This design comes from an exercise in tuning for small area, a short achievable clock period and few clock cycles on the open sky130 flow, not from production work.
Function was checked by simulation only, so behaviour that the tests miss may differ from the original.
Power is estimated from default activity; no workload was simulated.

==> trial 83 <==
## systolic_array
module systolic_array #(
    parameter DATAWIDTH = 16,
    parameter N_SIZE = 5
)(
    input  wire clk,
    input  wire rst_n,
    input  wire valid_in,
    input  wire [N_SIZE*DATAWIDTH-1:0] matrix_a_in,
    input  wire [N_SIZE*DATAWIDTH-1:0] matrix_b_in,
    output reg  valid_out,
    output reg  [N_SIZE*2*DATAWIDTH-1:0] matrix_c_out
);
==> flow/config.mk <==
export PLATFORM = sky130hd
export DESIGN_NAME = systolic_array
export DESIGN_NICKNAME = systolic_array
export VERILOG_FILES = /design/flow/design.v
export SDC_FILE = /design/flow/constraint.sdc
export NUM_CORES = 4
export LEC_CHECK = 0
export ABC_CLOCK_PERIOD_IN_PS = 3000
export CAP_MARGIN = 30
export CORE_MARGIN = 2
export CORE_UTILIZATION = 50
export SLEW_MARGIN = 40
export TNS_END_PERCENT = 0
==> flow/constraint.sdc <==
create_clock -name core_clock -period 10.0 [get_ports {clk}]
set_input_delay 2.0000 -clock core_clock [delete_from_list [all_inputs] [get_ports {clk}]]
set_output_delay 2.0000 -clock core_clock [all_outputs]
set_load 0.01 [all_outputs]
standard.sh (not shown) runs the stock make flow with config.mk's settings and CLKGATE_MAP_FILE= SYNTH_SCRIPT=/design/flow/synth_recipe.tcl, a recipe that flattens the netlist after the stock synthesis.
==> flow/flow/run.sh <==
#!/bin/bash
set -euo pipefail
WORK=$(cd "$(dirname "$0")/.." && pwd)
cd "$WORK"
RES="$WORK/orfs/results/${FLOW_PLATFORM:-sky130hd}/systolic_array/base"
bash standard.sh "$RES/1_2_yosys.v" > synth_flow.log 2>&1
cp "$RES/1_2_yosys.v" "$WORK/1_2_yosys.standard.v"
python3 flow/polarity.py "$WORK/1_2_yosys.standard.v" "$RES/1_2_yosys.v" > polarity.log 2>&1
bash standard.sh SETUP_SLACK_MARGIN=6.5 "BUFFER_PORTS_ARGS=-buffer_cell sky130_fd_sc_hd__buf_4" finish > standard_flow.log 2>&1
Other scripts of this flow, unchanged in this note and not shown: flow/flow/polarity.py
==> inputs of build 38, as changes to trial 83 <==
--- a/flow/design.v
+++ b/flow/design.v
@@ -1,13 +1,19 @@
 module pe (
     input  wire        clk,
     input  wire        rst_n,
-    input  wire [24:0] e,
-    input  wire [15:0] b,
+    input  wire [24:0] e_in,
+    input  wire [15:0] b_in,
     output reg  [31:0] cs,
     output wire [31:0] cc
 );
+    reg [24:0] e;
+    reg [15:0] b;
+    always @(posedge clk) begin
+        e <= e_in;
+        b <= b_in;
+    end
     reg  [31:0] cc_r;
     wire [31:0] cs_n, cc_n;
     wire t0 = e[2] ^ cs[0] ^ (((e[0] & b[0])) ^ e[2]);
     wire t1 = (e[2] & cs[0]) | ((((e[0] & b[0])) ^ e[2]) & (e[2] ^ cs[0]));
     wire t2 = cs[1] ^ cc[1] ^ (((e[0] & b[1]) | (e[1] & b[0])) ^ e[2]);
@@ -531,26 +537,10 @@
     assign cc[31] = cc_r[31];
     assign cc[0] = 1'b0;
     assign cc[15] = 1'b0;
     assign cc[30] = 1'b0;
 endmodule
-module booth_enc (
-    input  wire [15:0] x,
-    output wire [24:0] e
-);
-    wire [16:0] xp = {x, 1'b0};
-    genvar g;
-    generate
-        for (g = 0; g < 8; g = g + 1) begin : d
-            wire b2 = xp[2*g+2], b1 = xp[2*g+1], b0 = xp[2*g];
-            assign e[3*g + 0] = b1 ^ b0;
-            assign e[3*g + 1] = (b2 & ~b1 & ~b0) | (~b2 & b1 & b0);
-            assign e[3*g + 2] = b2 & ~(b1 & b0);
-        end
-    endgenerate
-    assign e[24] = x[15];
-endmodule
 module counter (
     input  wire clk,
     input  wire rst_n,
     input  wire valid_in,
     output reg  [4:0] sel
@@ -569,18 +559,19 @@
             sel <= {sel[3:0], d1};
         end
     end
 endmodule
 module mux (
-    input  wire [127:0] in_array,
-    input  wire [3:0]   sel,
+    input  wire [159:0] in_array,
+    input  wire [4:0]   sel,
     output wire [31:0]  out
 );
     assign out = ({32{sel[0]}} & in_array[0 +: 32])
                | ({32{sel[1]}} & in_array[32 +: 32])
                | ({32{sel[2]}} & in_array[64 +: 32])
-               | ({32{sel[3]}} & in_array[96 +: 32]);
+               | ({32{sel[3]}} & in_array[96 +: 32])
+               | ({32{sel[4]}} & in_array[128 +: 32]);
 endmodule
 module systolic_array #(
     parameter DATAWIDTH = 16,
     parameter N_SIZE = 5
 )(
@@ -591,94 +582,75 @@
     input  wire [N_SIZE*DATAWIDTH-1:0] matrix_b_in,
     output reg  valid_out,
     output reg  [N_SIZE*2*DATAWIDTH-1:0] matrix_c_out
 );
     localparam EW = 25;
+    wire [N_SIZE*EW-1:0] a_enc;
     genvar i, j;
-    wire [N_SIZE*DATAWIDTH-1:0] a_g = valid_in ? matrix_a_in : '0;
-    wire [N_SIZE*EW-1:0] a_e, b_e;
     generate
         for (i = 0; i < N_SIZE; i = i + 1) begin : enc
-            booth_enc u_ea (.x(a_g[i*DATAWIDTH +: DATAWIDTH]), .e(a_e[i*EW +: EW]));
-            booth_enc u_eb (.x(matrix_b_in[i*DATAWIDTH +: DATAWIDTH]), .e(b_e[i*EW +: EW]));
+            wire [15:0] x = matrix_a_in[i*DATAWIDTH +: DATAWIDTH];
+            wire [16:0] xp = {x, 1'b0};
+            for (j = 0; j < 8; j = j + 1) begin : g
+                wire b2 = xp[2*j+2], b1 = xp[2*j+1], b0 = xp[2*j];
+                assign a_enc[i*EW + 3*j + 0] = valid_in & (b1 ^ b0);
+                assign a_enc[i*EW + 3*j + 1] = valid_in & ((b2 & ~b1 & ~b0) | (~b2 & b1 & b0));
+                assign a_enc[i*EW + 3*j + 2] = valid_in & b2 & ~(b1 & b0);
+            end
+            assign a_enc[i*EW + 24] = valid_in & x[15];
         end
     endgenerate
-    reg [N_SIZE*DATAWIDTH-1:0] a_r, b_r;
-    reg [N_SIZE*EW-1:0]        a_er, b_er;
-    always @(posedge clk) begin
-        a_r  <= a_g;
-        a_er <= a_e;
-        b_r  <= matrix_b_in;
-        b_er <= b_e;
-    end
-    reg [DATAWIDTH-1:0]        a4_r;
-    reg [EW-1:0]               a4_er;
-    reg [N_SIZE*DATAWIDTH-1:0] b4_r;
-    reg [N_SIZE*EW-1:0]        b4_er;
+    reg [EW-1:0] a3_d1, a4_d1, a4_d2;
     always @(posedge clk or negedge rst_n) begin
         if (!rst_n) begin
-            a4_r  <= '0;
-            a4_er <= '0;
+            a3_d1 <= '0;
+            a4_d1 <= '0;
+            a4_d2 <= '0;
         end else begin
-            a4_r  <= a_r[4*DATAWIDTH +: DATAWIDTH];
-            a4_er <= a_er[4*EW +: EW];
+            a3_d1 <= a_enc[3*EW +: EW];
+            a4_d1 <= a_enc[4*EW +: EW];
+            a4_d2 <= a4_d1;
         end
     end
+    reg [N_SIZE*DATAWIDTH-1:0] b_d1, b_d2;
     always @(posedge clk) begin
-        b4_r  <= b_r;
-        b4_er <= b_er;
+        b_d1 <= matrix_b_in;
+        b_d2 <= b_d1;
     end
     wire [31:0] cs [0:N_SIZE*N_SIZE-1];
     wire [31:0] cc [0:N_SIZE*N_SIZE-1];
     generate
         for (i = 0; i < N_SIZE; i = i + 1) begin : row
-            wire [DATAWIDTH-1:0]        ar  = (i == 4) ? a4_r  : a_r[i*DATAWIDTH +: DATAWIDTH];
-            wire [EW-1:0]               aer = (i == 4) ? a4_er : a_er[i*EW +: EW];
-            wire [N_SIZE*DATAWIDTH-1:0] br  = (i == 4) ? b4_r  : b_r;
-            wire [N_SIZE*EW-1:0]        ber = (i == 4) ? b4_er : b_er;
+            wire [EW-1:0] ar = (i == 4) ? a4_d2 : (i == 3) ? a3_d1 : a_enc[i*EW +: EW];
+            wire [N_SIZE*DATAWIDTH-1:0] br = (i == 4) ? b_d2 : (i == 3) ? b_d1 : matrix_b_in;
             for (j = 0; j < N_SIZE; j = j + 1) begin : col
-                if ((i + j) % 2 == 0) begin : ea
-                    pe u_pe (
-                        .clk(clk), .rst_n(rst_n),
-                        .e(aer), .b(br[j*DATAWIDTH +: DATAWIDTH]),
-                        .cs(cs[i*N_SIZE+j]), .cc(cc[i*N_SIZE+j])
-                    );
-                end else begin : eb
-                    pe u_pe (
-                        .clk(clk), .rst_n(rst_n),
-                        .e(ber[j*EW +: EW]), .b(ar),
-                        .cs(cs[i*N_SIZE+j]), .cc(cc[i*N_SIZE+j])
-                    );
-                end
+                pe u_pe (
+                    .clk(clk), .rst_n(rst_n),
+                    .e_in(ar), .b_in(br[j*DATAWIDTH +: DATAWIDTH]),
+                    .cs(cs[i*N_SIZE+j]), .cc(cc[i*N_SIZE+j])
+                );
             end
         end
     endgenerate
     wire [N_SIZE-1:0] sel;
     counter u_ctl (
         .clk(clk), .rst_n(rst_n), .valid_in(valid_in),
         .sel(sel)
     );
     generate
         for (j = 0; j < N_SIZE; j = j + 1) begin : ocol
-            wire [31:0] s_nxt, c_nxt;
+            wire [31:0] s_sel, c_sel;
             mux u_ms (
-                .in_array({cs[4*N_SIZE+j], cs[3*N_SIZE+j], cs[2*N_SIZE+j], cs[1*N_SIZE+j]}),
-                .sel(sel[3:0]), .out(s_nxt)
+                .in_array({cs[4*N_SIZE+j], cs[3*N_SIZE+j], cs[2*N_SIZE+j], cs[1*N_SIZE+j], cs[j]}),
+                .sel(sel), .out(s_sel)
             );
             mux u_mc (
-                .in_array({cc[4*N_SIZE+j], cc[3*N_SIZE+j], cc[2*N_SIZE+j], cc[1*N_SIZE+j]}),
-                .sel(sel[3:0]), .out(c_nxt)
+                .in_array({cc[4*N_SIZE+j], cc[3*N_SIZE+j], cc[2*N_SIZE+j], cc[1*N_SIZE+j], cc[j]}),
+                .sel(sel), .out(c_sel)
             );
-            reg [31:0] hs, hc;
-            always @(posedge clk) begin
-                hs <= s_nxt;
-                hc <= c_nxt;
-            end
-            wire [31:0] s_o = sel[0] ? cs[j] : hs;
-            wire [31:0] c_o = sel[0] ? cc[j] : hc;
             always @(posedge clk)
-                matrix_c_out[j*32 +: 32] <= s_o + c_o;
+                matrix_c_out[j*32 +: 32] <= s_sel + c_sel;
         end
     endgenerate
     always @(posedge clk or negedge rst_n) begin
         if (!rst_n)
             valid_out <= 1'b0;
==> flow/flow/run.sh (replaced) <==
#!/bin/bash
set -euo pipefail
WORK=$(cd "$(dirname "$0")/.." && pwd)
cd "$WORK"
RES="$WORK/orfs/results/${FLOW_PLATFORM:-sky130hd}/systolic_array/base"
bash standard.sh "$RES/1_2_yosys.v" > synth_flow.log 2>&1
cp "$RES/1_2_yosys.v" "$WORK/1_2_yosys.standard.v"
python3 flow/polarity.py "$WORK/1_2_yosys.standard.v" "$RES/1_2_yosys.v" > polarity.log 2>&1
bash standard.sh SETUP_SLACK_MARGIN=6.5 finish > standard_flow.log 2>&1
- CAP_MARGIN: 30 -> 20
- SLEW_MARGIN: 40 -> 20
==> inputs of trial 30, as changes to trial 83 <==
- CAP_MARGIN: 30 -> 20
- SLEW_MARGIN: 40 -> 20
==> out/qor.csv <==
metric,value,unit
status,finished clean,
register share of the cell area,0.2109,
post-CTS setup buffer count,152,
M3 GR Usage,0.1882,
Die X,669.0,µm
Top reg by flops,row.col.u_pe.cs,
"commonest non-fill, non-tap cells in the layout","fa_1 (4053), a22oi_1 (3303), xor2_1 (2254)",
Layout Cells excl Fill,24690,
the above is filed under build 38

==> out/qor.csv <==
metric,value,unit
"commonest non-fill, non-tap cells in the layout","fa_1 (4050), a22oi_1 (3601), xor2_1 (2237)",
Fail Reasons,max-slew violations,
Die X,686.2,µm
status,finished with violations,
"Slew Viols, Final",1,
the above is filed under trial 30

==> out/qor.csv <==
metric,value,unit
status,finished clean,
Starting Density,0.5020,
register share of the cell area,0.2276,
Comb. pwr,60.2,mW
M3 GR Usage,0.2468,
Die X,686.2,µm
Layout Cells excl Fill,26190,
Top reg by flops,row.col.ea.u_pe.cs,
DR iter-0 viols,21970,
post-CTS setup buffer count,206,
the above is filed under trial 83

Testbench counts of trial 83, summed over its fixed seeds: cycles 1,140.
Testbench counts of build 38, summed over its fixed seeds: cycles 1,140.
Testbench counts of trial 30, summed over its fixed seeds: cycles 1,140.

-- static timing again, ports no longer ideal --
No port has a modelled driver above. Below, the same layouts with a new extraction and two added sets of constraints. Step 1: set_driving_cell puts a clkbuf_16 on clk and a buf_2 on each other input, an assumption about the parent block. Step 2, shift: input delay + t, output delay - t, t = (earliest + latest rising clock arrival at the registers) / 2. This alone moves slack from input paths to output paths. Three values: ideal, step 1, step 2; two values: the first two.
| run | shift t [ns] | setup slack, ns | worst hold slack (ns) | clock arrival spread, ns | slew at the worst register clock pin (ns) |
|---|---|---|---|---|---|
| trial 83 | 1.132 | 6.283 / 6.283 / 5.674 | 0.322 / 0.322 / 0.322 | 0.072 / 0.072 | 0.08 / 0.08 |
| build 38 | 1.110 | 5.720 / 5.720 / 5.564 | 0.324 / 0.324 / 0.324 | 0.052 / 0.052 | 0.07 / 0.07 |
| trial 30 | 1.135 | 6.298 / 6.258 / 5.683 | 0.321 / 0.321 / 0.321 | 0.086 / 0.087 | 0.07 / 0.07 |
For trial 30, which loses most, drivers alone change the setup slack by -0.040 ns; drivers and shift together by -0.615 ns. Setup slack includes reset recovery checks.
